What follows belongs to an exercise in optimizing a design on an open flow for small area, a short achievable clock period and few clock cycles per item; a production flow would make more cautious choices.
Where RTL was checked, it was by simulation tests only, not by an equivalence proof against the original.

## run 1
==> module BCD_Head, before the edit <==
module BCD_Head
#(
	parameter K = 7
)
(
	input [14:0] bits_in,
	output [14:0] state
);
	function automatic [3:0] bcd_add3(input [3:0] i);
		bcd_add3[3] = i[3] | (i[2] & (i[1] | i[0]));
		bcd_add3[2] = (i[3] & i[0]) | (i[2] & ~i[1] & ~i[0]);
		bcd_add3[1] = (i[3] & ~i[0]) | (~i[2] & i[1]) | (i[1] & i[0]);
		bcd_add3[0] = (i[3] & ~i[0]) | (~i[3] & ~i[2] & i[0]) | (i[2] & i[1] & ~i[0]);
	endfunction
	logic [19:0] s;
	integer k;
	always_comb begin
		s = 20'd0;
		for (k = 14; k > 14 - K; k = k - 1) begin
			if (k <= 10) s[3:0] = bcd_add3(s[3:0]);
			if (k <= 7)  s[7:4] = bcd_add3(s[7:4]);
			s = {s[18:0], bits_in[k]};
		end
	end
	generate
		if (K < 15) begin : rest
			assign state = {s[K-1:0], bits_in[14-K:0]};
		end else begin : all
			assign state = s[14:0];
		end
	endgenerate
endmodule
==> module BCD_16Bit, before the edit <==
module BCD_16Bit
#(
	parameter K = 7
)
(
	input [14:0] state,
	output [3:0] uni,
	output [3:0] dec,
	output [3:0] cen,
	output [3:0] thou,
	output [3:0] thou2
);
	function automatic [3:0] bcd_add3(input [3:0] i);
		bcd_add3[3] = i[3] | (i[2] & (i[1] | i[0]));
		bcd_add3[2] = (i[3] & i[0]) | (i[2] & ~i[1] & ~i[0]);
		bcd_add3[1] = (i[3] & ~i[0]) | (~i[2] & i[1]) | (i[1] & i[0]);
		bcd_add3[0] = (i[3] & ~i[0]) | (~i[3] & ~i[2] & i[0]) | (i[2] & i[1] & ~i[0]);
	endfunction
	logic [19:0] s;
	integer k;
	always_comb begin
		s = 20'd0;
		s[K-1:0] = state[14:15-K];
		for (k = 14 - K; k >= 0; k = k - 1) begin
			if (k <= 10) s[3:0]   = bcd_add3(s[3:0]);
			if (k <= 7)  s[7:4]   = bcd_add3(s[7:4]);
			if (k <= 4)  s[11:8]  = bcd_add3(s[11:8]);
			if (k <= 0)  s[15:12] = bcd_add3(s[15:12]);
			s = {s[18:0], state[k]};
		end
	end
	assign uni = s[3:0];
	assign dec = s[7:4];
	assign cen = s[11:8];
	assign thou = s[15:12];
	assign thou2 = s[19:16];
endmodule
==> module Practica_1, before the edit <==
module Practica_1
#(
	parameter NBits = 8,
	parameter N2Bits = NBits*2,
	parameter K = 5		 
)
(
	input clk,
	input reset,
	input start,
	input [NBits-1:0] multiplier,
	input [NBits-1:0] multiplicand,
	output [6:0]uni_Seg_out,
	output [6:0]dec_Seg_out,
	output [6:0]cen_Seg_out,
	output [6:0]thou_Seg_out,
	output [6:0]thou2_Seg_out,
	output [6:0]sign_Seg_out,
	output ready
);
wire [14:0] prod;
wire [14:0] bcd_state;
wire minus;
Seq_Multiplier SM1 (.multiplier(multiplier), .multiplicand(multiplicand), .product(prod), .signBit(minus));
BCD_Head #(K) BH1 (.bits_in(prod), .state(bcd_state));
logic [14:0] state_q;
logic minus_q;
logic ready_q;
always_ff @(posedge clk) begin
	state_q <= bcd_state;
	minus_q <= minus;
end
always_ff @(posedge clk, negedge reset) begin
	if (!reset) ready_q <= 1'b0;
	else ready_q <= start;
end
wire [3:0] uni, dec, cen, thou, thou2;
BCD_16Bit #(K) BCD1 (.state(state_q), .uni(uni), .dec(dec), .cen(cen), .thou(thou), .thou2(thou2));
SegmentDisplay SD0 (.value(uni),   .Seg_Result(uni_Seg_out));
SegmentDisplay SD1 (.value(dec),   .Seg_Result(dec_Seg_out));
SegmentDisplay SD2 (.value(cen),   .Seg_Result(cen_Seg_out));
SegmentDisplay SD3 (.value(thou),  .Seg_Result(thou_Seg_out));
SegmentDisplay SD4 (.value(thou2), .Seg_Result(thou2_Seg_out));
assign sign_Seg_out = minus_q ? 7'h3F : 7'h7F;
assign ready = ready_q;
endmodule
==> flow/config.mk <==
export PLATFORM = sky130hd
export DESIGN_NAME = Practica_1
export DESIGN_NICKNAME = Practica_1
export VERILOG_FILES = /design/flow/design.v
export SDC_FILE = /design/flow/constraint.sdc
export NUM_CORES = 4
export LEC_CHECK = 0
export ABC_AREA = 1
export CAP_MARGIN = 20
export CORE_MARGIN = 2
export CORE_UTILIZATION = 40
export SLEW_MARGIN = 20
==> flow/constraint.sdc <==
create_clock -name core_clock -period 12.0 [get_ports {clk}]
set_input_delay 2.4000 -clock core_clock [delete_from_list [all_inputs] [get_ports {clk}]]
set_output_delay 2.4000 -clock core_clock [all_outputs]
set_load 0.01 [all_outputs]
standard.sh (not shown) runs the stock make flow with config.mk's settings and CLKGATE_MAP_FILE= SYNTH_SCRIPT=/design/flow/synth_recipe.tcl, a recipe that flattens the netlist after the stock synthesis.
==> flow/flow/run.sh <==
#!/bin/bash
# The standard layout (standard.sh), with two changes:
#  - synthesis maps logic with flow/abc_custom.script (see flow/my_synth.tcl);
#  - port buffers are sky130_fd_sc_hd__buf_2 cells.
# make's output goes to flow_make.log here; each tool's full log is under orfs/logs.
set -euo pipefail
bash standard.sh "SYNTH_SCRIPT=$PWD/flow/my_synth.tcl" \
  "BUFFER_PORTS_ARGS=-buffer_cell sky130_fd_sc_hd__buf_2" finish > flow_make.log 2>&1
==> flow/flow/abc_custom.script <==
strash
dch
map -D 3500
topo
stime -c
buffer -c
upsize -c
dnsize -c
==> flow/flow/fa_mode <==
none
==> flow/flow/my_synth.tcl <==
# The standard synthesis (synth_recipe.tcl) with two changes to how the
# combinational logic is mapped; registers, their names and cell types come
# from the same steps as the standard synthesis:
#  - the ABC call uses abc_custom.script (next to this file) instead of ORFS's
#    abc_area/abc_speed script;
#  - extract_fa only extracts full adders (no half adders), so that XOR/AND
#    pairs are left to ABC.
set ::custom_dir [file dirname [file normalize [info script]]]
set ::custom_abc_script [file join $::custom_dir abc_custom.script]
set ::custom_fa_mode -fa
if {[file exists [file join $::custom_dir fa_mode]]} {
  set f [open [file join $::custom_dir fa_mode]]; set ::custom_fa_mode [string trim [read $f]]; close $f
}
proc abc {args} {
  set i [lsearch -exact $args -script]
  if {$i >= 0} { lset args [expr {$i + 1}] $::custom_abc_script }
  puts "custom abc: $args"
  yosys abc {*}$args
}
proc extract_fa {args} {
  puts "custom extract_fa: $::custom_fa_mode $args"
  if {$::custom_fa_mode ne "none"} { yosys extract_fa {*}$::custom_fa_mode {*}$args }
}
proc synth {args} { yosys synth -nofsm -noshare {*}$args }
source $::env(SCRIPTS_DIR)/synth.tcl
# left out here: clear keep_hierarchy, flatten, clean up, hide names made inside functions, write 1_2_yosys.v
[inputs] run 2 vs run 1
diff --git a/flow/design.v b/flow/design.v
--- a/flow/design.v
+++ b/flow/design.v
@@ -1,10 +1,11 @@
 module BCD_Head
 #(
-	parameter K = 7
+	parameter K = 7,
+	parameter SW = (K <= 7) ? 15 : 16
 )
 (
 	input [14:0] bits_in,
-	output [14:0] state
+	output [SW-1:0] state
 );
 	function automatic [3:0] bcd_add3(input [3:0] i);
 		bcd_add3[3] = i[3] | (i[2] & (i[1] | i[0]));
@@ -22,20 +23,15 @@
 			s = {s[18:0], bits_in[k]};
 		end
 	end
-	generate
-		if (K < 15) begin : rest
-			assign state = {s[K-1:0], bits_in[14-K:0]};
-		end else begin : all
-			assign state = s[14:0];
-		end
-	endgenerate
+	assign state = {s[SW-16+K:0], bits_in[14-K:0]};
 endmodule
 module BCD_16Bit
 #(
-	parameter K = 7
+	parameter K = 7,
+	parameter SW = (K <= 7) ? 15 : 16
 )
 (
-	input [14:0] state,
+	input [SW-1:0] state,
 	output [3:0] uni,
 	output [3:0] dec,
 	output [3:0] cen,
@@ -52,7 +48,7 @@
 	integer k;
 	always_comb begin
 		s = 20'd0;
-		s[K-1:0] = state[14:15-K];
+		s[SW-16+K:0] = state[SW-1:15-K];
 		for (k = 14 - K; k >= 0; k = k - 1) begin
 			if (k <= 10) s[3:0]   = bcd_add3(s[3:0]);
 			if (k <= 7)  s[7:4]   = bcd_add3(s[7:4]);
@@ -273,7 +269,8 @@
 #(
 	parameter NBits = 8,
 	parameter N2Bits = NBits*2,
-	parameter K = 5		 
+	parameter K = 8,	 
+	parameter SW = (K <= 7) ? 15 : 16	 
 )
 (
 	input clk,
@@ -290,11 +287,11 @@
 	output ready
 );
 wire [14:0] prod;
-wire [14:0] bcd_state;
+wire [SW-1:0] bcd_state;
 wire minus;
 Seq_Multiplier SM1 (.multiplier(multiplier), .multiplicand(multiplicand), .product(prod), .signBit(minus));
 BCD_Head #(K) BH1 (.bits_in(prod), .state(bcd_state));
-logic [14:0] state_q;
+logic [SW-1:0] state_q;
 logic minus_q;
 logic ready_q;
 always_ff @(posedge clk) begin
## What came out
Compared to run 1, run 2 has wire length of the first global-routing pass 1.4 mm higher. Total area of sequential cells ended up 20 µm² higher on run 2 than on run 1. Compared with run 1, in run 2 global-route track usage on met1 went up; count of standard-cell rows rose by about 2.6%; routed wire length increased 15%; number of nets in the finished design higher; critical path depth rose by about 3.4%. Run 1 was smaller in final cell area than run 2. Synthesized cell area delta (run 2 − run 1): unfavourable. Going from run 1 to run 2, highest attainable clock frequency grows by about 2.8%.
Testbench counts of run 2, summed over its fixed seeds: cycles 16,000, items 8,000.
Function not checked in run 1: the RTL went through the layout flow alone.

## port drivers added, routing unchanged
The results above use ideal ports. As a check the final layouts listed here were re-extracted and re-timed, cells and wires unchanged.
Step 1 sets driving cells, clkbuf_16 on the clock port and buf_2 on the other inputs (assumed; they add their load-dependent delay and slew).
Step 2 also shifts input and output timing later by t, the mid clock arrival at the registers, as if the neighbouring blocks saw the same clock.
a / b / c = ideal / step 1 / step 2; a / b = the first two.
| run | shift t [ns] | setup slack, ns | clock arrival spread, ns | slew at the worst register clock pin (ns) | worst data-port slew with drivers (ns) |
|---|---|---|---|---|---|
| run 1 | 0.282 | 5.032 / 4.999 / 5.281 | 0.002 / 0.002 | 0.05 / 0.05 | 0.03 |
| run 2 | 0.287 | 5.224 / 5.233 / 4.946 | 0.005 / 0.006 | 0.06 / 0.06 | 0.03 |
After both steps every run listed still meets setup and hold. The setup slack of run 2, which loses most, moves by +0.009 ns with the drivers and by -0.278 ns with both steps.
